Context: an optimization exercise on an open-source flow, tuned for small area. The choices shown serve that exercise and are no tape-out recipe.
Where RTL was checked, it was by simulation tests only, not by an equivalence proof against the original.
No functional check of the RTL was part of run 3.
No activity file was given, so power comes from the tool's default toggle rates.

==> design/flow/config.mk <==
export PLATFORM = sky130hd
export DESIGN_NAME = proc
export DESIGN_NICKNAME = proc
export VERILOG_FILES = /design/flow/design.v
export SDC_FILE = /design/flow/constraint.sdc
export NUM_CORES = 4
export LEC_CHECK = 0
export CAP_MARGIN = 20
export CORE_MARGIN = 2
export CORE_UTILIZATION = 40
export SLEW_MARGIN = 20
==> design/flow/constraint.sdc <==
create_clock -name core_clock -period 10.0 [get_ports {clk}]
set_input_delay 2.0000 -clock core_clock [delete_from_list [all_inputs] [get_ports {clk}]]
set_output_delay 2.0000 -clock core_clock [all_outputs]
set_load 0.01 [all_outputs]
==> design/flow/design.v <==
module proc(
  input         clk,
  input         reset,
  input         enable_pc_external,
  output [15:0] imem_addr,
  input  [15:0] imem_data,
  output        rf_we,
  output [2:0]  rf_waddr,
  output [15:0] rf_wdata,
  output        st_valid,
  output [15:0] st_addr,
  output [15:0] st_data
);
  integer k;
  reg [15:0]  pc;
  reg [15:0]  di;               
  reg [127:0] rf;               
  reg [23:0]  tkt;              
  reg [7:0]   rob_v;            
  reg [7:0]   rob_we;           
  reg [23:0]  rob_addr;
  reg [127:0] rob_res;
  reg [2:0]   tail, head;
  reg [15:0] e_res, e_data;     
  reg [2:0]  e_dest, e_tick;
  reg        e_twe, e_st;
  reg [1:0]  e_bp;
  reg [15:0] t_res, t_data;
  reg [2:0]  t_dest, t_tick;
  reg        t_twe, t_st;
  reg [1:0]  t_bp;
  reg [2:0]  c_dest, c_tick;
  reg        c_twe, c_bp;
  reg [2:0]  w_dest, w_tick;
  reg        w_twe, w_bp;
  reg [5:0]  l_v;
  reg [17:0] l_tick;
  wire [3:0] op = di[15:12];
  wire is_nop  = op == 4'b0000;
  wire is_add  = op == 4'b0001;
  wire is_sub  = op == 4'b0010;
  wire is_mov  = op == 4'b0011;
  wire is_cmp  = op == 4'b0100;
  wire is_bnz  = op == 4'b0101;
  wire is_ld   = op == 4'b0110;
  wire is_st   = op == 4'b0111;
  wire is_long = op == 4'b1000;
  wire is_exc  = op == 4'b1111;
  wire use_a = is_add | is_sub | is_cmp | is_bnz | is_ld;
  wire use_b = is_add | is_sub | is_cmp | is_bnz;
  wire we_op = is_add | is_sub | is_mov | is_cmp | is_ld | is_long;
  wire tk_op = we_op | is_st | is_exc;
  wire [1:0] bp_op = is_ld ? 2'b10 :
                     (is_nop | is_bnz | is_st | is_exc) ? 2'b00 : 2'b01;
  wire [2:0] opa = di[8:6];
  wire [2:0] opb = di[2:0];                   
  wire [2:0] opr = is_st ? di[11:9] : di[2:0];  
  function [7:0] dec8(input [2:0] a);
    dec8 = 8'b1 << a;
  endfunction
  reg [2:0]  tka, tkb;
  reg [15:0] rfa, rfb;
  reg        ra_v, rb_v;
  reg [2:0]  ra_addr, rb_addr;
  reg [15:0] ra_res, rb_res;
  wire [7:0] opa_h = dec8(opa), opb_h = dec8(opb), opr_h = dec8(opr);
  reg  [7:0] tka_h, tkb_h;
  always @(*) begin
    tka = 3'd0; tkb = 3'd0; rfa = 16'd0; rfb = 16'd0;
    for (k = 0; k < 8; k = k + 1) begin
      tka = tka | (tkt[k*3 +: 3] & {3{opa_h[k]}});
      tkb = tkb | (tkt[k*3 +: 3] & {3{opb_h[k]}});
      rfa = rfa | (rf[k*16 +: 16] & {16{opa_h[k]}});
      rfb = rfb | (rf[k*16 +: 16] & {16{opr_h[k]}});
    end
    tka_h = dec8(tka); tkb_h = dec8(tkb);
    ra_v = |(rob_v & tka_h);
    rb_v = |(rob_v & tkb_h);
    ra_addr = 3'd0; rb_addr = 3'd0; ra_res = 16'd0; rb_res = 16'd0;
    for (k = 0; k < 8; k = k + 1) begin
      ra_addr = ra_addr | (rob_addr[k*3 +: 3] & {3{tka_h[k]}});
      rb_addr = rb_addr | (rob_addr[k*3 +: 3] & {3{tkb_h[k]}});
      ra_res = ra_res | (rob_res[k*16 +: 16] & {16{tka_h[k]}});
      rb_res = rb_res | (rob_res[k*16 +: 16] & {16{tkb_h[k]}});
    end
  end
  wire am = ra_addr == opa;
  wire bm = rb_addr == opb;
  reg [5:0] lm_a, lm_b;
  always @(*) begin
    for (k = 0; k < 6; k = k + 1) begin
      lm_a[k] = l_v[k] & (l_tick[k*3 +: 3] == tka);
      lm_b[k] = l_v[k] & (l_tick[k*3 +: 3] == tkb);
    end
  end
  wire e_hit_a = (e_dest == opa) & (e_tick == tka) & (e_bp != 2'b00);
  wire t_hit_a = (t_dest == opa) & (t_tick == tka) & (t_bp != 2'b00);
  wire c_hit_a = (c_dest == opa) & (c_tick == tka) & c_bp;
  wire w_hit_a = (w_dest == opa) & (w_tick == tka) & w_bp;
  wire e_hit_b = (e_dest == opb) & (e_tick == tkb) & (e_bp != 2'b00);
  wire t_hit_b = (t_dest == opb) & (t_tick == tkb) & (t_bp != 2'b00);
  wire c_hit_b = (c_dest == opb) & (c_tick == tkb) & c_bp;
  wire w_hit_b = (w_dest == opb) & (w_tick == tkb) & w_bp;
  reg fw_a, zr_a, stall_a, fw_b, zr_b, stall_b;
  always @(*) begin
    fw_a = 1'b0; zr_a = 1'b0; stall_a = 1'b0;
    if (use_a) begin
      if (e_hit_a) begin
        if (e_bp == 2'b01) begin fw_a = 1'b1; zr_a = !e_twe; end
        else if (e_bp == 2'b10) stall_a = 1'b1;
      end
      else if (t_hit_a) begin
        if (t_bp == 2'b01) begin fw_a = 1'b1; zr_a = !t_twe; end
        else if (t_bp == 2'b10) stall_a = 1'b1;
      end
      else if (c_hit_a) begin fw_a = 1'b1; zr_a = !c_twe; end
      else if (w_hit_a) begin fw_a = 1'b1; zr_a = !w_twe; end
      else if (|lm_a[4:0] & am) stall_a = 1'b1;
      else if ((lm_a[5] | ra_v) & am) fw_a = 1'b1;
    end
  end
  always @(*) begin
    fw_b = 1'b0; zr_b = 1'b0; stall_b = 1'b0;
    if (use_b) begin
      if (e_hit_b) begin
        if (e_bp == 2'b01) begin fw_b = 1'b1; zr_b = !e_twe; end
        else if (e_bp == 2'b10) stall_b = 1'b1;
      end
      else if (t_hit_b) begin
        if (t_bp == 2'b01) begin fw_b = 1'b1; zr_b = !t_twe; end
        else if (t_bp == 2'b10) stall_b = 1'b1;
      end
      else if (c_hit_b) begin fw_b = 1'b1; zr_b = !c_twe; end
      else if (w_hit_b) begin fw_b = 1'b1; zr_b = !w_twe; end
      else if (|lm_b[4:0] & bm) stall_b = 1'b1;
      else if ((lm_b[5] | rb_v) & bm) fw_b = 1'b1;
    end
    else if (is_st) begin
      stall_b = (tail != head) & ({1'b0, tail} != {1'b0, head} + 4'd1);
    end
  end
  wire [15:0] regA = fw_a ? (zr_a ? 16'h0000 : ra_res) : rfa;
  wire [15:0] regB = fw_b ? (zr_b ? 16'h0000 : rb_res) : rfb;
  wire stall = stall_a | stall_b;
  wire clean = is_bnz & (regA != 16'h0000);
  wire alloc = !stall & tk_op;
  wire [15:0] imm = (is_ld | is_st) ? {10'b0, di[5:0]} : {7'b0, di[8:0]};
  wire        subm = is_sub | is_cmp;
  wire [15:0] bop = (is_ld | is_st) ? imm : regB;
  wire [15:0] sum = regA + (subm ? ~bop : bop) + {15'b0, subm};
  reg  [15:0] alu_out;
  always @(*) begin
    if (is_add | is_sub | is_ld | is_st) alu_out = sum;
    else if (is_mov | is_long) alu_out = imm;
    else if (is_cmp) alu_out = {15'b0, sum == 16'h0000};
    else alu_out = 16'h0000;
  end
  assign imem_addr = pc;
  always @(posedge clk) begin
    if (!stall & enable_pc_external)
      pc <= !reset ? 16'h000c : clean ? regB : pc + 16'd1;
  end
  always @(posedge clk) begin
    if (!reset | clean) di <= 16'h0000;
    else if (!stall) di <= imem_data;
  end
  always @(posedge clk) begin
    if (!reset) begin
      tkt <= 24'h0;
      tail <= 3'd0;
    end
    else if (!stall) begin
      if (we_op) tkt[di[11:9]*3 +: 3] <= tail;
      if (tk_op) tail <= tail + 3'd1;
    end
  end
  wire e_clr = !reset | stall | is_long;
  always @(posedge clk) begin
    e_res  <= sum;
    e_data <= rfb;
    e_dest <= di[11:9];
    e_tick <= tail;
    if (e_clr) begin
      e_bp <= 2'b00; e_st <= 1'b0; e_twe <= 1'b0;
    end else begin
      e_bp <= bp_op; e_st <= is_st; e_twe <= tk_op;
    end
    t_res <= e_res; t_data <= e_data; t_dest <= e_dest; t_tick <= e_tick;
    c_dest <= t_dest; c_tick <= t_tick;
    w_dest <= c_dest; w_tick <= c_tick;
    if (!reset) begin
      t_bp <= 2'b00; t_st <= 1'b0; t_twe <= 1'b0;
      c_bp <= 1'b0;  c_twe <= 1'b0;
      w_bp <= 1'b0;  w_twe <= 1'b0;
    end else begin
      t_bp <= e_bp;  t_st <= e_st; t_twe <= e_twe;
      c_bp <= |t_bp; c_twe <= t_twe;
      w_bp <= c_bp;  w_twe <= c_twe;
    end
    l_tick <= {l_tick[14:0], tail};
    l_v    <= reset ? {l_v[4:0], is_long} : 6'b0;
  end
  assign st_valid = t_st;
  assign st_addr  = t_res;
  assign st_data  = t_data;
  always @(posedge clk) begin
    for (k = 0; k < 8; k = k + 1) begin
      if (!reset | (tail == k))
        rob_v[k] <= 1'b0;
      else if ((w_twe & (w_tick == k)) | (l_v[5] & (l_tick[17:15] == k)))
        rob_v[k] <= 1'b1;
      if (alloc & (tail == k)) begin
        rob_we[k] <= we_op;
        rob_addr[k*3 +: 3] <= is_exc ? 3'b000 : di[11:9];
        rob_res[k*16 +: 16] <= alu_out;
      end
    end
    if (!reset) head <= 3'd0;
    else if (rob_v[head]) head <= head + 3'd1;
  end
  wire [7:0] head_h = dec8(head);
  reg [2:0]  hd_addr;
  reg [15:0] hd_res;
  always @(*) begin
    hd_addr = 3'd0; hd_res = 16'd0;
    for (k = 0; k < 8; k = k + 1) begin
      hd_addr = hd_addr | (rob_addr[k*3 +: 3] & {3{head_h[k]}});
      hd_res = hd_res | (rob_res[k*16 +: 16] & {16{head_h[k]}});
    end
  end
  assign rf_we    = |(rob_v & rob_we & head_h);
  assign rf_waddr = hd_addr;
  assign rf_wdata = hd_res;
  always @(posedge clk) begin
    if (!reset) rf <= 128'h0;
    else if (rf_we) rf[rf_waddr*16 +: 16] <= rf_wdata;
  end
endmodule
==> design/flow/flow/run.sh <==
#!/bin/bash
# Own layout flow. It runs the standard flow (standard.sh) with these
# changes:
#  1. after the standard synthesis, the combinational logic is re-mapped by
#     ABC with an area-oriented script (flow/resyn.ys, flow/area.abc); the
#     flip-flops are untouched black boxes, so register names and cell types
#     stay those of the standard synthesis;
#  2. ports are buffered with buf_1;
#  3. clock tree synthesis inserts no dummy loads.
# Each tool's output goes to a log file of its own in this folder.
set -euo pipefail
W=$(pwd)
R=$W/orfs/results/sky130hd/proc/base
LIB=$FLOW_HOME/platforms/sky130hd/lib/sky130_fd_sc_hd__tt_025C_1v80.lib
YOSYS=$FLOW_HOME/../tools/install/yosys/bin/yosys
export BUFFER_PORTS_ARGS="-buffer_cell sky130_fd_sc_hd__buf_1"
export CTS_ARGS="-sink_clustering_enable -repair_clock_nets -dont_use_dummy_load"

bash standard.sh synth > log_1_synth.txt 2>&1
cp $R/1_2_yosys.v $R/1_2_yosys_std.v
python3 flow/genmodels.py $LIB comb_models.v > log_genmodels.txt 2>&1
sed -e "s#LIBFILE#$LIB#g" -e "s#RESULTS#$R#g" flow/resyn.ys > resyn.ys
$YOSYS -s resyn.ys > log_resyn_yosys.txt 2>&1
rm -f $R/1_synth.odb $R/1_synth.sdc
bash standard.sh synth > log_1b_synth_odb.txt 2>&1
bash standard.sh > log_2_layout.txt 2>&1
==> design/flow/flow/area.abc <==
strash
balance
rewrite
refactor
balance
rewrite
rewrite -z
balance
refactor -z
rewrite -z
balance
dch
&get -n
&st
&dch
&nf -R 1000 -p -F 10 -C 32
&put
==> design/flow/flow/genmodels.py <==
# Generate Verilog models of the combinational sky130hd cells from the liberty file.
import re, sys
lib = open(sys.argv[1]).read()
out = []
for m in re.finditer(r'\n\s*cell\s*\(\s*"?(\w+)"?\s*\)\s*\{', lib):
    name = m.group(1)
    # find the cell body by brace matching
    i = m.end(); depth = 1
    while depth:
        c = lib[i]
        if c == '{': depth += 1
        elif c == '}': depth -= 1
        i += 1
    body = lib[m.end():i]
    if re.search(r'\b(ff|latch|statetable)\s*\(', body): continue
    pins = []
    for pm in re.finditer(r'\n\s*pin\s*\(\s*"?(\w+)"?\s*\)\s*\{', body):
        j = pm.end(); d = 1
        while d:
            c = body[j]
            if c == '{': d += 1
            elif c == '}': d -= 1
            j += 1
        pb = body[pm.end():j]
        dirm = re.search(r'direction\s*:\s*"?(\w+)"?', pb)
        fm = re.search(r'function\s*:\s*"([^"]*)"', pb)
        pins.append((pm.group(1), dirm.group(1) if dirm else None, fm.group(1) if fm else None))
    outs = [p for p in pins if p[1] == 'output']
    ins = [p for p in pins if p[1] == 'input']
    if not outs or any(p[2] is None for p in outs): continue
    def conv(f):
        f = f.replace('!', '~').replace('+', '|').replace('*', '&')
        f = re.sub(r'(\w)\s+(?=[\w(~])', r'\1 & ', f)   # implicit AND by space
        f = re.sub(r'\)\s+(?=[\w(~])', ') & ', f)
        return f
    ports = [p[0] for p in ins] + [p[0] for p in outs]
    s = 'module %s(%s);\n' % (name, ', '.join(ports))
    for p in ins: s += '  input %s;\n' % p[0]
    for p in outs: s += '  output %s;\n  assign %s = %s;\n' % (p[0], p[0], conv(p[2]))
    s += 'endmodule\n'
    out.append(s)
open(sys.argv[2], 'w').write('\n'.join(out))
print(len(out), 'models')
==> design/flow/flow/resyn.ys <==
# Re-map the standard synthesis's combinational logic for area. The
# flip-flops are read as black boxes, so every register keeps its instance
# name and cell type; only the logic between them is re-mapped by ABC.
read_verilog comb_models.v
read_liberty -lib -ignore_redef LIBFILE
read_verilog RESULTS/1_2_yosys_std.v
hierarchy -top proc
flatten
delete t:$scopeinfo
simplemap
opt_clean
abc -script flow/area.abc -liberty LIBFILE -dont_use sky130_fd_sc_hd__lpflow_bleeder_1 -dont_use sky130_fd_sc_hd__lpflow_clkbufkapwr_1 -dont_use sky130_fd_sc_hd__lpflow_clkbufkapwr_16 -dont_use sky130_fd_sc_hd__lpflow_clkbufkapwr_2 -dont_use sky130_fd_sc_hd__lpflow_clkbufkapwr_4 -dont_use sky130_fd_sc_hd__lpflow_clkbufkapwr_8 -dont_use sky130_fd_sc_hd__lpflow_clkinvkapwr_1 -dont_use sky130_fd_sc_hd__lpflow_clkinvkapwr_16 -dont_use sky130_fd_sc_hd__lpflow_clkinvkapwr_2 -dont_use sky130_fd_sc_hd__lpflow_clkinvkapwr_4 -dont_use sky130_fd_sc_hd__lpflow_clkinvkapwr_8 -dont_use sky130_fd_sc_hd__lpflow_decapkapwr_12 -dont_use sky130_fd_sc_hd__lpflow_decapkapwr_3 -dont_use sky130_fd_sc_hd__lpflow_decapkapwr_4 -dont_use sky130_fd_sc_hd__lpflow_decapkapwr_6 -dont_use sky130_fd_sc_hd__lpflow_decapkapwr_8 -dont_use sky130_fd_sc_hd__lpflow_inputiso0n_1 -dont_use sky130_fd_sc_hd__lpflow_inputiso0p_1 -dont_use sky130_fd_sc_hd__lpflow_inputiso1n_1 -dont_use sky130_fd_sc_hd__lpflow_inputiso1p_1 -dont_use sky130_fd_sc_hd__lpflow_inputisolatch_1 -dont_use sky130_fd_sc_hd__lpflow_isobufsrc_1 -dont_use sky130_fd_sc_hd__lpflow_isobufsrc_16 -dont_use sky130_fd_sc_hd__lpflow_isobufsrc_2 -dont_use sky130_fd_sc_hd__lpflow_isobufsrc_4 -dont_use sky130_fd_sc_hd__lpflow_isobufsrc_8 -dont_use sky130_fd_sc_hd__lpflow_isobufsrckapwr_16 -dont_use sky130_fd_sc_hd__lpflow_lsbuf_lh_hl_isowell_tap_1 -dont_use sky130_fd_sc_hd__lpflow_lsbuf_lh_hl_isowell_tap_2 -dont_use sky130_fd_sc_hd__lpflow_lsbuf_lh_hl_isowell_tap_4 -dont_use sky130_fd_sc_hd__lpflow_lsbuf_lh_isowell_4 -dont_use sky130_fd_sc_hd__lpflow_lsbuf_lh_isowell_tap_1 -dont_use sky130_fd_sc_hd__lpflow_lsbuf_lh_isowell_tap_2 -dont_use sky130_fd_sc_hd__lpflow_lsbuf_lh_isowell_tap_4 -dont_use sky130_fd_sc_hd__probe_p_8 -dont_use sky130_fd_sc_hd__probec_p_8 
opt_clean -purge
setundef -zero
hilomap -singleton -hicell sky130_fd_sc_hd__conb_1 HI -locell sky130_fd_sc_hd__conb_1 LO
insbuf -buf sky130_fd_sc_hd__buf_4 A X
opt_clean -purge
rename -hide w:*.*
opt_clean -purge
tee -o resyn_stat.txt stat -liberty LIBFILE
write_verilog -noattr -nohex -nodec RESULTS/1_2_yosys.v
==> design/flow/standard.sh <==
#!/bin/bash
# synth_recipe.tcl (not shown) runs the flow's synth.tcl, then flattens the netlist and writes it again
# the make line also repeats each setting of config.mk as NAME=value (left out here)
make -C /OpenROAD-flow-scripts/flow DESIGN_CONFIG=/design/flow/config.mk WORK_HOME=/design/flow/orfs CLKGATE_MAP_FILE= SYNTH_SCRIPT=/design/flow/synth_recipe.tcl "${@:-finish}"
==> summary.txt, run 1 <==
post-cts gate resize count 0; all-layer global routing usage 0.291; setup TNS 0 ns; area of the die between 50000 and 60000 um^2; DRT antenna net count 0; clock tree sinks 470; maxcap violations 0; 1st-pass router iterations 11; count of mapped cells out of synthesis ~2200; worst hold margin roughly 0.32 ns; r2r setup slk between 0.7 and 0.8 ns; routability congestion estimate from global placement between 0.9 and 1; antenna violations before repair 4; Avg Cell Area, Syn about 9.8 um^2; Routed WL around 84000 um; largest fanout on the critical path 20; number of inserted diodes 0; Synthesis Warnings 1; Die Span Y 235 um; vias per std cell roughly 6.6; critical path depth in cells 31; top-level I/O count 88; hold violation total from the final report 0; worst max-slew margin expressed relative to the limit 0.182; vias in the first global route 18700; final max-slew violation count 0; Die W ~240 um; Worst-Skew Late Latency about 0.61 ns; CTS root buffer sky130_fd_sc_hd__clkbuf_16; min Tclk post-route 9.27 ns; syn nets roughly 2200; worst r2r path cells 31; standard cell area after detailed placement 23200 um^2; clock slew at the register clock pins of the worst setup and hold paths 0.05 ns; first-iteration detailed-routing DRC count about 3600; end point of the most critical hold path t_data[6]$_DFF_P_; count of port buffers added during placement 87; count of standard-cell rows 84; area of the core around 53000 um^2; footprint of the multi-input gates between 9000 and 10000 um^2; Post-CTS Setup Bufs 0; Data arrival, critical path 9.60 ns; synthesis-to-finish area growth 14.3%; Critical R2R Capture rob_res[78]$_DFFE_PP_; kind of cell adding the most delay to the critical path simple AND/OR/NAND/NOR gates; number of failing setup endpoints in the final timing report 0; sort of element at the end of the critical path register; Worst Tran Pin Value about 1.2 ns; share of layout cells above drive strength 1 0.0673; Worst Min Path Start e_data[6]$_DFF_P_; number of buffers created by CTS 50; maximum cell stage delay along the critical path just under 1 ns; final critical-path share of the clock period 0.927; cell with the biggest individual delay on the critical path sky130_fd_sc_hd__dfxtp_1; count of buffering cells on the critical path with inverters included 1; Detail Placement HPWL around 58000 um; setup clock skew after layout between 0.04 and 0.05 ns; CTS tree yes; Max Fclk around 0.11 GHz; data required time at the worst endpoint between 10 and 15 ns; Residual DRC 0; startpoint types register; H-Tree Level Count 2; total area of sequential cells ~11000 um^2; Max rail drop VDD approximately 130 uV; number of buffers on the longest clock path 3; wire length of the first global-routing pass 123000 um; Nets roughly 2400; P per Cell Area 191 nW/um^2; overall power of the completed layout roughly 0.0047 W; commonest non-fill, non-tap cells in the layout 305 x sky130_fd_sc_hd__a21oi_1, 293 x sky130_fd_sc_hd__dfxtp_1, 232 x sky130_fd_sc_hd__o21ai_0; Hold Crit Class register to register; remaining global-route overflow 0; depth of the worst hold-timing path 0; final cell utilization of the core 0.464; starting density of the core 0.405; cell area after technology mapping approximately 21000 um^2; routed wire length per instance roughly 27 um; unrepaired setup endpoints after global routing false; FF-to-FF Start di[2]$_SDFFE_PP0N_; vias after detailed routing 20300; pin count of the biggest net entering global routing between 90 and 100; number of fill cells in the layout about 5000; final instance area between 20000 and 25000 um^2; leakage power 8.48 nW; type of the setup path with the least slack register to register; commonest non-fill, non-tap cell in the layout sky130_fd_sc_hd__a21oi_1; result of the run finished clean; hold-fix buffers at CTS 0
[report_power, final]
| group | total [W] | switching (W) | internal (W) |
|---|---|---|---|
| clock network | 0.00159 | 0.000722 | 0.000871 |
| logic | 0.000872 | 0.000617 | 0.000255 |
| registers | 0.00221 | 0.0000923 | 0.00212 |
[layout make-up]
class,instances,share of cell area
flip-flops and latches,470,0.457
multi-input cells,1620,0.408
clock buffers,50,0.0512
repair buffers,164,0.0376
well taps,688,0.0352
inverters,74,0.0114
[worst max path at each step]
stage / start / end
2_1_floorplan: di[8]$_SDFFE_PP0N_ / rob_res[0]$_DFFE_PP_
3_3_place_gp: di[2]$_SDFFE_PP0N_ / rob_res[48]$_DFFE_PP_
3_5_place_dp: di[2]$_SDFFE_PP0N_ / rob_res[46]$_DFFE_PP_
4_1_cts: di[2]$_SDFFE_PP0N_ / rob_res[78]$_DFFE_PP_
5_1_grt: di[0]$_SDFFE_PP0N_ / rob_res[112]$_DFFE_PP_
6_report: di[2]$_SDFFE_PP0N_ / rob_res[78]$_DFFE_PP_
[routing by layer]
metal  share of wire  GRT usage  up-vias
met5         0.00016          0        -
met4           0.034     0.0926        2
met3            0.13     0.0815      230
met2            0.44      0.448     1376
met1            0.40      0.396     9784
li1                -          -     8905
[metrics by stage]
step                setup WS [ns]  cells
finish                      0.728   3066
global route                0.438   3066
CTS                         0.900   3065
detailed placement          0.881   3015
global placement             1.25   3014
floorplan                   0.474   2180
[sequential cells by signal (all words and copies together), names as in the netlist, 16 cells and up]
name,cells
t_res,16
rob_res,128
rf,128
e_data,16
rob_addr,24
l_tick,18
t_data,16
pc,16
tkt,24
di,16
e_res,16
==> inputs of run 2 (changes only) <==
--- a/design/flow/flow/run.sh
+++ b/design/flow/flow/run.sh
@@ -6,7 +6,7 @@
 #     flip-flops are untouched black boxes, so register names and cell types
 #     stay those of the standard synthesis;
 #  2. ports are buffered with buf_1;
-#  3. clock tree synthesis inserts no dummy loads.
+#  3. clock tree synthesis inserts no dummy loads and uses clkbuf_4 buffers.
 # Each tool's output goes to a log file of its own in this folder.
 set -euo pipefail
 W=$(pwd)
@@ -14,7 +14,7 @@
 LIB=$FLOW_HOME/platforms/sky130hd/lib/sky130_fd_sc_hd__tt_025C_1v80.lib
 YOSYS=$FLOW_HOME/../tools/install/yosys/bin/yosys
 export BUFFER_PORTS_ARGS="-buffer_cell sky130_fd_sc_hd__buf_1"
-export CTS_ARGS="-sink_clustering_enable -repair_clock_nets -dont_use_dummy_load"
+export CTS_ARGS="-sink_clustering_enable -repair_clock_nets -dont_use_dummy_load -buf_list sky130_fd_sc_hd__clkbuf_4"
 
 bash standard.sh synth > log_1_synth.txt 2>&1
 cp $R/1_2_yosys.v $R/1_2_yosys_std.v
--- a/design/flow/config.mk
+++ b/design/flow/config.mk
@@ -7,5 +7,6 @@
 export LEC_CHECK = 0
 export CAP_MARGIN = 20
 export CORE_MARGIN = 2
-export CORE_UTILIZATION = 40
+export CORE_UTILIZATION = 55
+export PLACE_DENSITY = 0.65
 export SLEW_MARGIN = 20
==> summary.txt, run 2 <==
commonest non-fill, non-tap cells in the layout 305 x sky130_fd_sc_hd__a21oi_1, 294 x sky130_fd_sc_hd__dfxtp_1, 234 x sky130_fd_sc_hd__o21ai_0; largest fanout on the critical path 24 (+20%); vias after detailed routing 20800 (+2.6%); sort of element at the end of the critical path register; Routed met1 length 31400 um (-6.4%); Worst Tran Pin Value 1.17 ns (-0.0526 ns); Max Fclk 0.106 GHz (-1.5%); footprint of the multi-input gates 9990 um^2 (+0.13%); starting density of the core 0.555 (+0.149); power spent charging and discharging nets 0.00139 W (-3.2%); number of cells after detailed placement 2844 (-5.7%); worst hold margin 0.293 ns (-0.0309 ns); Worst Min Path Start e_data[6]$_DFF_P_; hold-fix buffers at CTS 0 (unchanged); routed wire length per instance 27.4 um (+0.31%); number of buffers on the longest clock path 3 (unchanged); final non-filler cell total 2968 (-3.2%); clock share of power 0.284 (-0.057); share of layout cells above drive strength 1 0.0917 (+0.0244); CTS root buffer sky130_fd_sc_hd__clkbuf_4; Die W 201 um (-14%); number of buffers created by CTS 118 (+140%); Worst-Skew Late Latency 0.92 ns (+0.31 ns); remaining global-route overflow 0 (unchanged); number of fill cells in the layout 3412 (-32%); startpoint types register; synthesis-to-finish area growth 11.7%; count of standard-cell rows 72 (-14%); routed length on met3 9510 um (-12%); final max-slew violation count 0 (unchanged); first-iteration detailed-routing DRC count 3900 (+7.4%); top-level I/O count 88 (unchanged); total area of sequential cells 11200 um^2 (about the same); vias per std cell 7.01 (+5.9%); Critical Path Source di[2]$_SDFFE_PP0N_; Synthesis Warnings 1 (unchanged); Residual DRC 0 (unchanged); FF-to-FF Start di[2]$_SDFFE_PP0N_; all-layer global routing usage 0.395 (+0.104); Hold Crit Class register to register; commonest non-fill, non-tap cell in the layout sky130_fd_sc_hd__a21oi_1; count of port buffers added during placement 87 (unchanged); DR top layer met4; cell-internal power 0.00290 W (-10%); P per Cell Area 180 nW/um^2 (-6.1%); count of mapped cells out of synthesis 2180 (unchanged); Avg Cell Area, Syn 9.81 um^2 (unchanged); vias in the first global route 19600 (+4.8%); post-layout worst setup margin 0.589 ns (-0.139 ns); H-Tree Level Count 3 (+1); Die Span Y 201 um (-14%); Max rail drop VDD 127 uV (-5.5%); Post-Place Worst Slack 0.691 ns (-0.190 ns); type of the setup path with the least slack register to register; Detail Placement HPWL 55000 um (-5.2%); antenna violations before repair 3 (-1); area of the die 40500 um^2 (-27%); hold violation total from the final report 0 (unchanged); min Tclk post-route 9.41 ns (+0.139 ns); setup TNS 0 ns (unchanged); cell area after technology mapping 21400 um^2 (unchanged); cell with the biggest individual delay on the critical path sky130_fd_sc_hd__or4_2; post-cts gate resize count 0 (unchanged); share of total power consumed by net switching 0.323 (+0.0169); data required time at the worst endpoint 10.55 ns (+0.22 ns); routability congestion estimate from global placement 0.999 (+1.7%); Routed WL 81400 um (-2.9%); clock slew at the register clock pins of the worst setup and hold paths 0.06 ns (about the same); Data arrival, critical path 9.96 ns (+0.36 ns); maxcap violations 0 (unchanged); sum of met2 wire segment lengths after detailed routing 36300 um (-0.84%); result of the run finished clean; Post-CTS Setup Bufs 0 (unchanged); DRT antenna net count 0 (unchanged); leakage power 8.40 nW (-0.93%); proportion of power drawn by combinational gates 0.201 (+0.014); worst max-slew margin expressed relative to the limit 0.209 (+0.0268); maximum cell stage delay along the critical path 1.03 ns (+0.06 ns); final critical-path share of the clock period 0.941 (+0.0139); largest registers rf: 128 flops, rob_res: 128 flops; wire length of the first global-routing pass 121000 um (-1.5%); Sequential Power Share 0.515 (+0.043); final cell utilization of the core 0.620 (+0.156); pin count of the biggest net entering global routing 79 (-20%); 1st-pass router iterations 12 (+1); clock tree sinks 470 (unchanged); Nets 2465 (+2.8%); area of the core 38600 um^2 (-27%); unrepaired setup endpoints after global routing false; syn nets 2199 (unchanged); number of failing setup endpoints in the final timing report 0 (unchanged); setup clock skew after layout 0.0825 ns (+0.0360 ns); CTS tree yes
==> run 2: cell count changes in the layout (fill, tap and decap cells not counted), moves of 5 or more <==
cell / before / now
sky130_fd_sc_hd__clkbuf_16: 50 / 0
sky130_fd_sc_hd__clkbuf_4: 1 / 119
sky130_fd_sc_hd__diode_2: 0 / 6
sky130_fd_sc_hd__nor2_2: 14 / 8
sky130_fd_sc_hd__nor2_4: 3 / 8
==> run 2: layer usage <==
layer,vias to the layer above,GRT usage
li1,9093,-
met1,9846,0.517
met2,1553,0.614
met3,323,0.102
met4,0,0.186
met5,-,0
==> run 2: layout make-up <==
cell class / instances / share of cell area
antenna: 6 / 0.000628
clock buffer: 118 / 0.0371
inverter: 74 / 0.0116
multi-input combinational: 1620 / 0.418
sequential: 470 / 0.468
tap: 518 / 0.0271
timing repair buffer: 162 / 0.0379
==> run 2: power by group through the flow <==
stage	sequential, W	clock (W)	combinational [W]
finish	0.00221	0.00122	0.000862
global route	0.00222	0.00133	0.000904
CTS	0.00221	0.00123	0.000826
detailed placement	0.00224	0	0.000821
global placement	0.00224	0	0.000815
floorplan	0.00222	0	0.000479
==> run 2: per-stage QoR <==
stage,total power (W),cell area (um^2)
after CTS,0.00426,23900
after global routing,0.00445,23900
after global placement,0.00306,23000
after floorplan,0.00270,21400
final,0.00429,23900
after detailed placement,0.00307,23000
==> run 2: critical path: cells and delay by family, from the launching register on <==
kind | cells | cell delay, ns
AND/OR/NAND/NOR | 9 | 2.89
flip-flops | 1 | 0.85
AO/OA/AOI/OAI | 17 | 4.60
XOR/XNOR | 2 | 0.44
buffers and inverters | 1 | 0.29
==> run 2: path summary, 6_finish.rpt <==
| check | endpoint | slack, ns | cells past startpoint |
|---|---|---|---|
| setup / recovery | rob_res[80]$_DFFE_PP_ | 0.59 | 29 |
| hold / removal | t_data[6]$_DFF_P_ | 0.29 | 0 |
| hold reg to reg | t_data[6]$_DFF_P_ | 0.29 | 0 |
| setup reg to reg | rob_res[80]$_DFFE_PP_ | 0.59 | 29 |
==> inputs of run 3 (changes only) <==
--- a/design/flow/design.v
+++ b/design/flow/design.v
@@ -21,11 +21,11 @@
   reg [23:0]  rob_addr;
   reg [127:0] rob_res;
   reg [2:0]   tail, head;
-  reg [15:0] e_res, e_data;     
+  reg [15:0] e_data;            
   reg [2:0]  e_dest, e_tick;
   reg        e_twe, e_st;
   reg [1:0]  e_bp;
-  reg [15:0] t_res, t_data;
+  reg [15:0] t_data;
   reg [2:0]  t_dest, t_tick;
   reg        t_twe, t_st;
   reg [1:0]  t_bp;
@@ -161,8 +161,9 @@
       pc <= !reset ? 16'h000c : clean ? regB : pc + 16'd1;
   end
   always @(posedge clk) begin
-    if (!reset | clean) di <= 16'h0000;
-    else if (!stall) di <= imem_data;
+    if (!stall) di[11:0] <= imem_data[11:0];
+    if (!reset | clean) di[15:12] <= 4'h0;
+    else if (!stall) di[15:12] <= imem_data[15:12];
   end
   always @(posedge clk) begin
     if (!reset) begin
@@ -176,7 +177,6 @@
   end
   wire e_clr = !reset | stall | is_long;
   always @(posedge clk) begin
-    e_res  <= sum;
     e_data <= rfb;
     e_dest <= di[11:9];
     e_tick <= tail;
@@ -185,7 +185,7 @@
     end else begin
       e_bp <= bp_op; e_st <= is_st; e_twe <= tk_op;
     end
-    t_res <= e_res; t_data <= e_data; t_dest <= e_dest; t_tick <= e_tick;
+    t_data <= e_data; t_dest <= e_dest; t_tick <= e_tick;
     c_dest <= t_dest; c_tick <= t_tick;
     w_dest <= c_dest; w_tick <= c_tick;
     if (!reset) begin
@@ -201,7 +201,14 @@
     l_v    <= reset ? {l_v[4:0], is_long} : 6'b0;
   end
   assign st_valid = t_st;
-  assign st_addr  = t_res;
+  wire [7:0] tt_h = dec8(t_tick);
+  reg [15:0] st_res;
+  always @(*) begin
+    st_res = 16'd0;
+    for (k = 0; k < 8; k = k + 1)
+      st_res = st_res | (rob_res[k*16 +: 16] & {16{tt_h[k]}});
+  end
+  assign st_addr  = st_res;
   assign st_data  = t_data;
   always @(posedge clk) begin
     for (k = 0; k < 8; k = k + 1) begin
==> design/flow/flow/area.abc (replaced) <==
strash
&get -n
&syn4
&deepsyn -T 60
&syn4
&deepsyn -T 60
&put
dch
&get -n
&st
&dch
&nf -R 1000 -p -F 10 -C 32
&put
==> summary.txt, run 3 <==
most numerous cell on the critical path sky130_fd_sc_hd__maj3_1; clock slew at the register clock pins of the worst setup and hold paths 0.06 ns (about the same); syn nets 2054 (-6.6%); largest fanout on the critical path 9 (-63%); Routed WL 83900 um (+3.0%); all-layer global routing usage 0.432 (+0.0376); vias after detailed routing 20700 (-0.75%); final critical-path share of the clock period 0.942 (about the same); end point of the most critical hold path t_data[12]$_DFF_P_; cell area after technology mapping 20200 um^2 (-5.6%); maximum cell stage delay along the critical path 0.50 ns (-0.53 ns); DRT antenna net count 0 (unchanged); H-Tree Level Count 3 (unchanged); wire length of the first global-routing pass 123000 um (+1.5%); Worst Min Path Start e_data[12]$_DFF_P_; proportion of power drawn by combinational gates 0.197 (-0.004); CTS root buffer sky130_fd_sc_hd__clkbuf_4; Detail Placement HPWL 56500 um (+2.7%); share of total power consumed by net switching 0.320 (-0.00361); unrepaired setup endpoints after global routing false; leakage power 7.53 nW (-10%); Critical R2R Capture rob_res[0]$_DFFE_PP_; Die Span Y 196 um (-2.8%); setup clock skew after layout 0.122 ns (+0.0395 ns); Data arrival, critical path 10.00 ns (+0.04 ns); cell with the biggest individual delay on the critical path sky130_fd_sc_hd__edfxtp_1; setup TNS 0 ns (unchanged); area of the core 36300 um^2 (-5.7%); Sequential Power Share 0.517 (+0.002); number of failing setup endpoints in the final timing report 0 (unchanged); number of buffers on the longest clock path 3 (unchanged); clock share of power 0.287 (+0.003); P per Cell Area 174 nW/um^2 (-3.4%); count of standard-cell rows 70 (-2.8%); total area of sequential cells 10700 um^2 (-4.7%); min Tclk post-route 9.42 ns (+0.00511 ns); final max-slew violation count 0 (unchanged); Worst-Skew Late Latency 0.86 ns (-0.06 ns); pin count of the biggest net entering global routing 59 (-25%); startpoint types register; top-level I/O count 88 (unchanged); Synthesis Warnings 1 (unchanged); Die W 196 um (-2.8%); type of the setup path with the least slack register to register; starting density of the core 0.555 (about the same); Avg Cell Area, Syn 9.92 um^2 (+1.1%); FF-to-FF Start di[8]$_DFFE_PN_; commonest non-fill, non-tap cell in the layout sky130_fd_sc_hd__nand2_1; maxcap violations 0 (unchanged); synthesis-to-finish area growth 13.2%; routability congestion estimate from global placement 1.01 (+1.1%); power spent charging and discharging nets 0.00127 W (-8.6%); CTS tree yes; Worst Tran Pin Value 1.20 ns (+0.0292 ns); number of fill cells in the layout 3136 (-8.1%); cell-internal power 0.00270 W (-7.1%); Hold Crit Class register to register; remaining global-route overflow 0 (unchanged); antenna violations before repair 2 (-1); count of buffering cells on the critical path with inverters included 4 (+3); share of layout cells above drive strength 1 0.114 (+0.0222); kind of cell adding the most delay to the critical path simple AND/OR/NAND/NOR gates; count of port buffers added during placement 87 (unchanged); commonest non-fill, non-tap cells in the layout 272 x sky130_fd_sc_hd__nand2_1, 250 x sky130_fd_sc_hd__dfxtp_1, 198 x sky130_fd_sc_hd__o21ai_0; worst max-slew margin expressed relative to the limit 0.195 (-0.0132); data required time at the worst endpoint 10.58 ns (+0.03 ns); Max rail drop VDD 126 uV (-1.2%); depth of the worst hold-timing path 0 (unchanged); Max Fclk 0.106 GHz (about the same); Nets 2348 (-4.7%); footprint of the multi-input gates 9330 um^2 (-6.6%); hold violation total from the final report 0 (unchanged); first-iteration detailed-routing DRC count 3331 (-15%); vias in the first global route 19600 (-0.12%); largest registers rf: 128 flops, rob_res: 128 flops; vias per std cell 7.38 (+5.2%); 1st-pass router iterations 11 (-1); clock tree sinks 438 (-6.8%); worst r2r path cells 42 (+45%); routed wire length per instance 30.0 um (+9.2%); result of the run finished clean; number of buffers created by CTS 110 (-6.8%); r2r setup slk 0.58 ns (about the same); count of mapped cells out of synthesis 2035 (-6.7%); sort of element at the end of the critical path register; Residual DRC 0 (unchanged); area of the die 38300 um^2 (-5.5%); worst hold margin 0.323 ns (+0.0303 ns)
-- run 3: changes by cell type in the layout (fill, tap and decap cells not counted), sizes merged, moves of 25 or more --
cell	delta
a222oi	-38
mux2i	-35
nand2	+92
dfxtp	-44
a21oi	-245
a22oi	+47
buf	+36
nand4	+25
o21ai	-32
nor2	-62
o22ai	+120
-- run 3: worst register-to-register path: cells and delay by family, from the launching register on --
kind | cells | cell delay, ns
XOR/XNOR | 3 | 0.46
adder cells (fa/ha/maj) | 8 | 2.65
AO/OA/AOI/OAI | 13 | 2.31
buffers and inverters | 4 | 0.48
flip-flops | 1 | 0.50
AND/OR/NAND/NOR | 14 | 2.79
-- run 3: how the worst max path moves through the flow --
stage,startpoint,to,slack (ns),depth (start not counted)
floorplan,di[0]$_DFFE_PN_,rob_res[0]$_DFFE_PP_,0.01,40
global placement,di[8]$_DFFE_PN_,rob_res[96]$_DFFE_PP_,0.34,43
detailed placement,di[1]$_DFFE_PN_,rob_res[0]$_DFFE_PP_,-0.001,43
CTS,di[1]$_DFFE_PN_,rob_res[64]$_DFFE_PP_,0.13,43
global route,di[0]$_DFFE_PN_,rob_res[64]$_DFFE_PP_,0.03,44
finish,di[8]$_DFFE_PN_,rob_res[0]$_DFFE_PP_,0.58,42
-- run 3: cell type report --
| cell class | instances | share of cell area |
|---|---|---|
| inverter | 78 | 0.0130 |
| antenna | 4 | 0.000438 |
| tap | 468 | 0.0256 |
| timing repair buffer | 198 | 0.0508 |
| clock buffer | 110 | 0.0361 |
| multi-input combinational | 1503 | 0.408 |
| sequential | 438 | 0.466 |
-- run 3: metal layers --
metal / up-vias / track usage / wire (um)
met3: 447 / 0.132 / 12200
met5: - / 0 / 9
li1: 8648 / - / -
met2: 1841 / 0.650 / 36000
met1: 9720 / 0.555 / 30300
met4: 2 / 0.247 / 5360
-- run 3: what timing repair did --
action | CTS | global route
gates resized for setup | 1 | 28
buffers inserted | 0 | 5
setup endpoints to repair | 8 | 40
pin swaps | 0 | 2
hold buffers | 0 | 0
-- run 3: power by group through the flow --
stage	clock network, W	logic [W]	registers (W)
6_report	0.00114	0.000781	0.00205
5_1_grt	0.00122	0.000812	0.00205
3_5_place_dp	0	0.000728	0.00208
2_1_floorplan	0	0.000425	0.00205
4_1_cts	0.00114	0.000732	0.00204
3_3_place_gp	0	0.000721	0.00208
-- run 3: through the flow --
| step | instances | instance area, um^2 | utilization | setup WS [ns] | power [W] |
|---|---|---|---|---|---|
| 6_report | 2799 | 22900 | 0.629 | 0.584 | 0.00397 |
| 3_3_place_gp | 2680 | 21900 | 0.602 | 0.341 | 0.00280 |
| 2_1_floorplan | 2035 | 20200 | - | 0.0146 | 0.00248 |
| 3_5_place_dp | 2680 | 21900 | 0.602 | -0.00124 | 0.00281 |
| 5_1_grt | 2797 | 22900 | 0.629 | 0.0307 | 0.00409 |
| 4_1_cts | 2790 | 22700 | 0.625 | 0.126 | 0.00392 |
==> inputs of run 4 (changes only) <==
--- a/design/flow/design.v
+++ b/design/flow/design.v
@@ -59,6 +59,7 @@
     dec8 = 8'b1 << a;
   endfunction
   reg [2:0]  tka, tkb;
+  reg [2:0]  tka_r, tkb_r;    
   reg [15:0] rfa, rfb;
   reg        ra_v, rb_v;
   reg [2:0]  ra_addr, rb_addr;
@@ -67,9 +68,8 @@
   reg  [7:0] tka_h, tkb_h;
   always @(*) begin
     tka = 3'd0; tkb = 3'd0; rfa = 16'd0; rfb = 16'd0;
-    for (k = 0; k < 8; k = k + 1) begin
-      tka = tka | (tkt[k*3 +: 3] & {3{opa_h[k]}});
-      tkb = tkb | (tkt[k*3 +: 3] & {3{opb_h[k]}});
+    tka = tka_r; tkb = tkb_r;
+    for (k = 0; k < 8; k = k + 1) begin
       rfa = rfa | (rf[k*16 +: 16] & {16{opa_h[k]}});
       rfb = rfb | (rf[k*16 +: 16] & {16{opr_h[k]}});
     end
@@ -82,6 +82,22 @@
       rb_addr = rb_addr | (rob_addr[k*3 +: 3] & {3{tkb_h[k]}});
       ra_res = ra_res | (rob_res[k*16 +: 16] & {16{tka_h[k]}});
       rb_res = rb_res | (rob_res[k*16 +: 16] & {16{tkb_h[k]}});
+    end
+  end
+  wire [7:0] nra_h = dec8(imem_data[8:6]), nrb_h = dec8(imem_data[2:0]);
+  reg  [2:0] tka_n, tkb_n;
+  always @(*) begin
+    tka_n = 3'd0; tkb_n = 3'd0;
+    for (k = 0; k < 8; k = k + 1) begin
+      tka_n = tka_n | (tkt[k*3 +: 3] & {3{nra_h[k]}});
+      tkb_n = tkb_n | (tkt[k*3 +: 3] & {3{nrb_h[k]}});
+    end
+  end
+  wire tw = we_op & reset;    
+  always @(posedge clk) begin
+    if (!stall) begin
+      tka_r <= (tw & (di[11:9] == imem_data[8:6])) ? tail : tka_n;
+      tkb_r <= (tw & (di[11:9] == imem_data[2:0])) ? tail : tkb_n;
     end
   end
   wire am = ra_addr == opa;
==> summary.txt, run 4 <==
Synthesis Warnings 1 (unchanged); commonest non-fill, non-tap cells in the layout 261 x sky130_fd_sc_hd__nand2_1, 250 x sky130_fd_sc_hd__dfxtp_1, 194 x sky130_fd_sc_hd__edfxtp_1; number of buffers on the longest clock path 3 (unchanged); first-iteration detailed-routing DRC count 3733 (+12%); Avg Cell Area, Syn 10.1 um^2 (+2.3%); share of layout cells above drive strength 1 0.0845 (-0.0294); startpoint types register; clock tree sinks 444 (+1.4%); vias per std cell 7.49 (+1.5%); final max-slew violation count 0 (unchanged); hold-fix buffers at CTS 0 (unchanged); count of standard-cell rows 70 (unchanged); remaining global-route overflow 0 (unchanged); final instance area 22800 um^2 (-0.26%); Max rail drop VDD 133 uV (+6.0%); Max Fclk 0.111 GHz (+4.1%); CTS root buffer sky130_fd_sc_hd__clkbuf_4; wire length of the first global-routing pass 122000 um (-0.19%); standard cell area after detailed placement 22000 um^2 (+0.29%); area of the die 38900 um^2 (+1.8%); H-Tree Level Count 3 (unchanged); antenna violations before repair 4 (+2); clock slew at the register clock pins of the worst setup and hold paths 0.06 ns (about the same); met3 track demand over resource in global routing 0.139 (+0.00737); most numerous cell on the critical path sky130_fd_sc_hd__maj3_1; commonest non-fill, non-tap cell in the layout sky130_fd_sc_hd__nand2_1; setup clock skew after layout 0.112 ns (-0.00993 ns); routability congestion estimate from global placement 1.04 (+2.5%); unrepaired setup endpoints after global routing false; Routed WL 83800 um (-0.10%); cell area after technology mapping 20600 um^2 (+1.8%); Detail Placement HPWL 56300 um (-0.39%); synthesis-to-finish area growth 10.9%; Data arrival, critical path 9.59 ns (-0.41 ns); 1st-pass router iterations 14 (+3); final non-filler cell total 2744 (-2.0%); final critical-path share of the clock period 0.904 (-0.0375); worst hold margin 0.322 ns (-0.00150 ns); count of port buffers added during placement 87 (unchanged); overall power of the completed layout 0.00416 W (+4.9%); starting density of the core 0.560 (+0.00482); maximum cell stage delay along the critical path 0.84 ns (+0.34 ns); result of the run finished clean; Hold Crit Class register to register; area of the core 36700 um^2 (+0.96%); DRT antenna net count 0 (unchanged); min Tclk post-route 9.04 ns (-0.375 ns); P per Cell Area 182 nW/um^2 (+5.2%); Die W 197 um (+0.90%); number of failing setup endpoints in the final timing report 0 (unchanged); Die Span Y 197 um (+0.90%); sort of element at the end of the critical path register; met1 Resource Use GR 0.536 (-0.0189); number of buffers created by CTS 109 (-0.91%); hold violation total from the final report 0 (unchanged); type of the setup path with the least slack register to register; routed wire length per instance 30.5 um (+1.9%); all-layer global routing usage 0.426 (-0.00649); number of cells after detailed placement 2629 (-1.9%); Residual DRC 0 (unchanged); maxcap violations 0 (unchanged); vias in the first global route 19500 (-0.19%); top-level I/O count 88 (unchanged); cell with the biggest individual delay on the critical path sky130_fd_sc_hd__edfxtp_1; pin count of the biggest net entering global routing 44 (-25%); GRT busiest layer met2; syn nets 2045 (-0.44%); post-cts gate resize count 0 (-1); Nets 2293 (-2.3%); Worst-Skew Late Latency 0.87 ns (about the same); worst max-slew margin expressed relative to the limit 0.107 (-0.0884); data required time at the worst endpoint 10.54 ns (-0.04 ns); largest fanout on the critical path 18 (+9); vias after detailed routing 20500 (-0.53%); count of buffering cells on the critical path with inverters included 1 (-3); GR Util met2 0.625 (-0.0255); setup TNS 0 ns (unchanged); Post-CTS Setup Bufs 0 (unchanged); kind of cell adding the most delay to the critical path compound AO/OA/AOI/OAI gates; CTS tree yes; Worst Tran Pin Value 1.34 ns (+0.132 ns); count of mapped cells out of synthesis 2026 (-0.44%); largest registers rf: 128 flops, rob_res: 128 flops; leakage power 7.58 nW (+0.66%)
-- run 4: final cells by class --
| class | count | area (um^2) |
|---|---|---|
| diodes | 4 | 10.0 |
| clock buffers | 109 | 818 |
| fillers | 3125 | 13900 |
| inverters | 70 | 263 |
| multi-input cells | 1496 | 9470 |
| flip-flops and latches | 444 | 10800 |
| well taps | 468 | 586 |
| repair buffers | 153 | 825 |
-- run 4: stage by stage --
stage | utilization | worst slack, ns
floorplan | - | 1.62
global placement | 0.598 | 1.52
detailed placement | 0.598 | 1.33
CTS | 0.620 | 1.33
global route | 0.621 | 0.610
finish | 0.621 | 0.959
-- run 4: worst paths after layout --
kind         slack (ns)               start                     end  cells past startpoint
max                0.96  tka_r[0]$_DFFE_PN_  rob_res[112]$_DFFE_PP_                     35
min                0.32  e_data[14]$_DFF_P_      t_data[14]$_DFF_P_                      0
max reg2reg        0.96  tka_r[0]$_DFFE_PN_  rob_res[112]$_DFFE_PP_                     35
min reg2reg        0.32  e_data[14]$_DFF_P_      t_data[14]$_DFF_P_                      0
-- run 4: report_power, final --
group          internal, W  total, W  switching (W)
clock             0.000490   0.00114       0.000647
sequential         0.00200   0.00213       0.000128
combinational     0.000281  0.000894       0.000613
total              0.00277   0.00416        0.00139
-- run 4: layer usage --
| metal | part of all wire | vias up | routed length [um] |
|---|---|---|---|
| met5 | 0.00086 | - | 72 |
| met4 | 0.076 | 4 | 6330 |
| met3 | 0.14 | 509 | 12100 |
| met2 | 0.42 | 1822 | 35500 |
| met1 | 0.36 | 9651 | 29900 |
| li1 | - | 8562 | - |
==> inputs of run 5 (changes only) <==
--- a/design/flow/design.v
+++ b/design/flow/design.v
@@ -21,11 +21,11 @@
   reg [23:0]  rob_addr;
   reg [127:0] rob_res;
   reg [2:0]   tail, head;
-  reg [15:0] e_data;            
+  reg [15:0] e_res, e_data;     
   reg [2:0]  e_dest, e_tick;
   reg        e_twe, e_st;
   reg [1:0]  e_bp;
-  reg [15:0] t_data;
+  reg [15:0] t_res, t_data;
   reg [2:0]  t_dest, t_tick;
   reg        t_twe, t_st;
   reg [1:0]  t_bp;
@@ -59,7 +59,6 @@
     dec8 = 8'b1 << a;
   endfunction
   reg [2:0]  tka, tkb;
-  reg [2:0]  tka_r, tkb_r;    
   reg [15:0] rfa, rfb;
   reg        ra_v, rb_v;
   reg [2:0]  ra_addr, rb_addr;
@@ -68,8 +67,9 @@
   reg  [7:0] tka_h, tkb_h;
   always @(*) begin
     tka = 3'd0; tkb = 3'd0; rfa = 16'd0; rfb = 16'd0;
-    tka = tka_r; tkb = tkb_r;
-    for (k = 0; k < 8; k = k + 1) begin
+    for (k = 0; k < 8; k = k + 1) begin
+      tka = tka | (tkt[k*3 +: 3] & {3{opa_h[k]}});
+      tkb = tkb | (tkt[k*3 +: 3] & {3{opb_h[k]}});
       rfa = rfa | (rf[k*16 +: 16] & {16{opa_h[k]}});
       rfb = rfb | (rf[k*16 +: 16] & {16{opr_h[k]}});
     end
@@ -82,22 +82,6 @@
       rb_addr = rb_addr | (rob_addr[k*3 +: 3] & {3{tkb_h[k]}});
       ra_res = ra_res | (rob_res[k*16 +: 16] & {16{tka_h[k]}});
       rb_res = rb_res | (rob_res[k*16 +: 16] & {16{tkb_h[k]}});
-    end
-  end
-  wire [7:0] nra_h = dec8(imem_data[8:6]), nrb_h = dec8(imem_data[2:0]);
-  reg  [2:0] tka_n, tkb_n;
-  always @(*) begin
-    tka_n = 3'd0; tkb_n = 3'd0;
-    for (k = 0; k < 8; k = k + 1) begin
-      tka_n = tka_n | (tkt[k*3 +: 3] & {3{nra_h[k]}});
-      tkb_n = tkb_n | (tkt[k*3 +: 3] & {3{nrb_h[k]}});
-    end
-  end
-  wire tw = we_op & reset;    
-  always @(posedge clk) begin
-    if (!stall) begin
-      tka_r <= (tw & (di[11:9] == imem_data[8:6])) ? tail : tka_n;
-      tkb_r <= (tw & (di[11:9] == imem_data[2:0])) ? tail : tkb_n;
     end
   end
   wire am = ra_addr == opa;
@@ -177,9 +161,8 @@
       pc <= !reset ? 16'h000c : clean ? regB : pc + 16'd1;
   end
   always @(posedge clk) begin
-    if (!stall) di[11:0] <= imem_data[11:0];
-    if (!reset | clean) di[15:12] <= 4'h0;
-    else if (!stall) di[15:12] <= imem_data[15:12];
+    if (!reset | clean) di <= 16'h0000;
+    else if (!stall) di <= imem_data;
   end
   always @(posedge clk) begin
     if (!reset) begin
@@ -193,6 +176,7 @@
   end
   wire e_clr = !reset | stall | is_long;
   always @(posedge clk) begin
+    e_res  <= sum;
     e_data <= rfb;
     e_dest <= di[11:9];
     e_tick <= tail;
@@ -201,7 +185,7 @@
     end else begin
       e_bp <= bp_op; e_st <= is_st; e_twe <= tk_op;
     end
-    t_data <= e_data; t_dest <= e_dest; t_tick <= e_tick;
+    t_res <= e_res; t_data <= e_data; t_dest <= e_dest; t_tick <= e_tick;
     c_dest <= t_dest; c_tick <= t_tick;
     w_dest <= c_dest; w_tick <= c_tick;
     if (!reset) begin
@@ -217,14 +201,7 @@
     l_v    <= reset ? {l_v[4:0], is_long} : 6'b0;
   end
   assign st_valid = t_st;
-  wire [7:0] tt_h = dec8(t_tick);
-  reg [15:0] st_res;
-  always @(*) begin
-    st_res = 16'd0;
-    for (k = 0; k < 8; k = k + 1)
-      st_res = st_res | (rob_res[k*16 +: 16] & {16{tt_h[k]}});
-  end
-  assign st_addr  = st_res;
+  assign st_addr  = t_res;
   assign st_data  = t_data;
   always @(posedge clk) begin
     for (k = 0; k < 8; k = k + 1) begin
==> design/flow/run.sh (new file) <==
#!/bin/bash
# synth_recipe.tcl (not shown) runs the flow's synth.tcl, then flattens the netlist and writes it again
# the make line also repeats each setting of config.mk as NAME=value (left out here)
make -C /OpenROAD-flow-scripts/flow DESIGN_CONFIG=/design/flow/config.mk WORK_HOME=/design/flow/orfs CLKGATE_MAP_FILE= SYNTH_SCRIPT=/design/flow/synth_recipe.tcl finish
--- a/design/flow/config.mk
+++ b/design/flow/config.mk
@@ -7,6 +7,7 @@
 export LEC_CHECK = 0
 export CAP_MARGIN = 20
 export CORE_MARGIN = 2
-export CORE_UTILIZATION = 55
-export PLACE_DENSITY = 0.65
+export CORE_UTILIZATION = 60
+export CTS_BUF_LIST = sky130_fd_sc_hd__clkbuf_4
+export PLACE_DENSITY = 0.72
 export SLEW_MARGIN = 20
removed: design/flow/flow/run.sh
removed: design/flow/flow/area.abc
removed: design/flow/flow/genmodels.py
removed: design/flow/flow/resyn.ys
removed: design/flow/standard.sh
==> summary.txt, run 5 <==
synthesis-to-finish area growth 10.5%; sort of element at the end of the critical path register; all-layer global routing usage 0.404 (-0.0222); Max Fclk 0.116 GHz (+4.7%); largest fanout on the critical path 22 (+4); Max rail drop VDD 150 uV (+13%); number of flip-flops and latches in the synthesized netlist between 400 and 500; unrepaired setup endpoints after global routing false; syn nets 2616 (+28%); area of the core 40800 um^2 (+11%); pin count of the biggest net entering global routing 95 (+120%); P per Cell Area 172 nW/um^2 (-5.5%); post-cts gate resize count 0 (unchanged); result of the run finished clean; top-level I/O count 88 (unchanged); sequential element share of the synthesized area 0.450; Critical R2R Capture rob_res[80]$_DFFE_PP_; end point of the most critical hold path t_data[15]$_DFF_P_; overall power of the completed layout 0.00473 W (+14%); Post-CTS Setup Bufs 0 (unchanged); CTS tree yes; count of standard-cell rows 74 (+5.7%); startpoint types register; vias in the first global route 21300 (+9.2%); share of layout cells above drive strength 1 0.134 (+0.0491); min Tclk post-route 8.63 ns (-0.409 ns); worst max-slew margin expressed relative to the limit 0.219 (+0.112); maximum cell stage delay along the critical path 0.74 ns (-0.10 ns); routed wire length per instance 27.4 um (-10%); Die Span Y 207 um (+5.1%); clock slew at the register clock pins of the worst setup and hold paths 0.07 ns (about the same); first-iteration detailed-routing DRC count 3658 (-2.0%); number of failing setup endpoints in the final timing report 0 (unchanged); commonest non-fill, non-tap cells in the layout 291 x sky130_fd_sc_hd__dfxtp_1, 285 x sky130_fd_sc_hd__nand2_1, 268 x sky130_fd_sc_hd__nor2_1; 1st-pass router iterations 8 (-6); clock tree sinks 470 (+5.9%); Worst Tran Pin Value 1.17 ns (-0.166 ns); starting density of the core 0.608 (+0.0476); CTS root buffer sky130_fd_sc_hd__clkbuf_4; Worst Min Path Start e_data[15]$_DFF_P_; kind of cell adding the most delay to the critical path compound AO/OA/AOI/OAI gates; maxcap violations 0 (unchanged); count of flip-flops with a built-in enable after synthesis roughly 180; FF-to-FF Start di[1]$_SDFFE_PP0N_; count of port buffers added during placement 87 (unchanged); Worst-Skew Late Latency 0.97 ns (+0.10 ns); setup TNS 0 ns (unchanged); number of buffers on the longest clock path 3 (unchanged); area of the die 43000 um^2 (+10%); leading register cell type out of synthesis sky130_fd_sc_hd__dfxtp_1; commonest non-fill, non-tap cell in the layout sky130_fd_sc_hd__dfxtp_1; r2r setup slk 1.37 ns (+0.41 ns); remaining global-route overflow 0 (unchanged); worst r2r path cells 31 (-11%); Routed WL 88900 um (+6.1%); most numerous cell on the critical path sky130_fd_sc_hd__a21oi_1; DRT antenna net count 0 (unchanged); type of the setup path with the least slack register to register; routability congestion estimate from global placement 0.995 (-3.9%); Avg Cell Area, Syn 9.70 um^2 (-4.4%); depth of the worst hold-timing path 0 (unchanged); library cells used by synthesis between 100 and 150; data required time at the worst endpoint 10.76 ns (+0.22 ns); Data arrival, critical path 9.39 ns (-0.20 ns); Synthesis Warnings 1 (unchanged); share of synthesized flip-flops with an asynchronous set or reset 0; Detail Placement HPWL 60100 um (+6.8%); Residual DRC 0 (unchanged); standard cell area after detailed placement 26000 um^2 (+18%); critical path depth in cells 31 (-11%); number of buffers created by CTS 116 (+6.4%); count of buffering cells on the critical path with inverters included 3 (+2); leakage power 10.4 nW (+38%); Nets 2670 (+16%); post-synthesis cell type with the largest combined area sky130_fd_sc_hd__dfxtp_1; leading cell types by total area after synthesis sky130_fd_sc_hd__dfxtp_1 24%, sky130_fd_sc_hd__edfxtp_1 21%, sky130_fd_sc_hd__a22oi_1 4.7%; cell area after technology mapping 24800 um^2 (+21%); most frequent cell after synthesis sky130_fd_sc_hd__dfxtp_1; hold-fix buffers at CTS 0 (unchanged); wire length of the first global-routing pass 132000 um (+8.2%); count of mapped cells out of synthesis 2559 (+26%); top post-synthesis cells by count 294 x sky130_fd_sc_hd__dfxtp_1, 285 x sky130_fd_sc_hd__nand2_1, 271 x sky130_fd_sc_hd__nor2_1; area share of the largest cell type after synthesis 0.237; H-Tree Level Count 3 (unchanged); vias after detailed routing 22400 (+9.2%); final instance area 27400 um^2 (+20%); vias per std cell 6.93 (-7.5%); antenna violations before repair 7 (+3); number of fill cells in the layout 3293 (+5.4%); largest registers rf: 128 flops, rob_res: 128 flops; cell with the biggest individual delay on the critical path sky130_fd_sc_hd__dfxtp_1; Die W 207 um (+5.1%); final critical-path share of the clock period 0.863 (-0.0409); final max-slew violation count 0 (unchanged); hold violation total from the final report 0 (unchanged); Hold Crit Class register to register; setup clock skew after layout 0.107 ns (-0.00548 ns)
run 5: worst max path at each step:
| stage | start | end |
|---|---|---|
| after global placement | di[1]$_SDFFE_PP0N_ | rob_res[16]$_DFFE_PP_ |
| after detailed placement | di[1]$_SDFFE_PP0N_ | rob_res[112]$_DFFE_PP_ |
| after global routing | di[1]$_SDFFE_PP0N_ | rob_res[80]$_DFFE_PP_ |
| after CTS | di[1]$_SDFFE_PP0N_ | rob_res[80]$_DFFE_PP_ |
| after floorplan | di[1]$_SDFFE_PP0N_ | rob_res[0]$_DFFE_PP_ |
| final | di[1]$_SDFFE_PP0N_ | rob_res[80]$_DFFE_PP_ |
run 5: cell type report:
cell class              instances  area [um^2]  area share
multi-input cells            1841        12700       0.462
flip-flops and latches        470        11200       0.407
repair buffers                144         1300      0.0473
clock buffers                 160         1200      0.0438
well taps                     532          666      0.0243
clock inverters                47          254     0.00926
inverters                      40          153     0.00556
diodes                          6         15.0    0.000547
run 5: metrics by stage:
step | std cells | hold slack (ns) | worst slack [ns] | utilization
floorplan | 2559 | 0.310 | 2.94 | -
global placement | 3027 | 0.310 | 1.63 | 0.636
detailed placement | 3027 | 0.312 | 1.53 | 0.636
CTS | 3234 | 0.320 | 1.49 | 0.671
global route | 3239 | 0.331 | 0.911 | 0.672
finish | 3240 | 0.322 | 1.37 | 0.672
run 5: cells by family after synthesis:
kind of cell / count (synthesis) / share of synthesized area
multiplexers: 185 / 0.0929
buffers and inverters: 248 / 0.0425
AND/OR/NAND/NOR: 854 / 0.159
XOR/XNOR: 106 / 0.0380
adder cells (fa/ha/maj): 38 / 0.0195
AO/OA/AOI/OAI: 658 / 0.198
flip-flops: 470 / 0.450
run 5: layer usage:
| layer | vias to the layer above | part of all wire | global-route usage |
|---|---|---|---|
| met2 | 1651 | 0.43 | 0.607 |
| met4 | 0 | 0.046 | 0.186 |
| met5 | - | 0 | 0 |
| li1 | 9733 | - | - |
| met1 | 10700 | 0.38 | 0.535 |
| met3 | 342 | 0.13 | 0.124 |
run 5: power by group:
group	switching [W]	internal (W)
sequential	0.000112	0.00212
clock	0.000806	0.000794
combinational	0.000572	0.000326

-- afterwards: timing with drivers on the ports --
How much do the figures lean on ideal ports? The routed layouts below were timed once more, with nothing changed but the port constraints.
Step 1, drivers: a clkbuf_16 drives clk and a buf_2 each remaining input, both assumed.
Step 2 adds t to the input delays and takes it off the output delays; t is the mean of the earliest and latest rising clock arrival at the registers after step 1. Input paths then give back, and output paths get back, about the clock's delay inside the block.
Slacks: no drivers / after step 1 / after step 2; pairs: no drivers / after step 1.
run | t (ns) | slack for setup (ns) | worst register clock-pin slew, ns | pins driven straight from the clock port
run 1 | 0.649 | 0.728 / 0.728 / 0.728 | 0.07 / 0.07 | 1
run 2 | 0.930 | 0.589 / 0.589 / 0.589 | 0.08 / 0.08 | 1
run 3 | 0.854 | 0.584 / 0.584 / 0.584 | 0.07 / 0.07 | 1
run 4 | 0.873 | 0.959 / 0.959 / 0.959 | 0.08 / 0.08 | 1
run 5 | 0.975 | 1.368 / 1.368 / 1.368 | 0.10 / 0.10 | 1
After both steps every run listed still meets setup and hold.
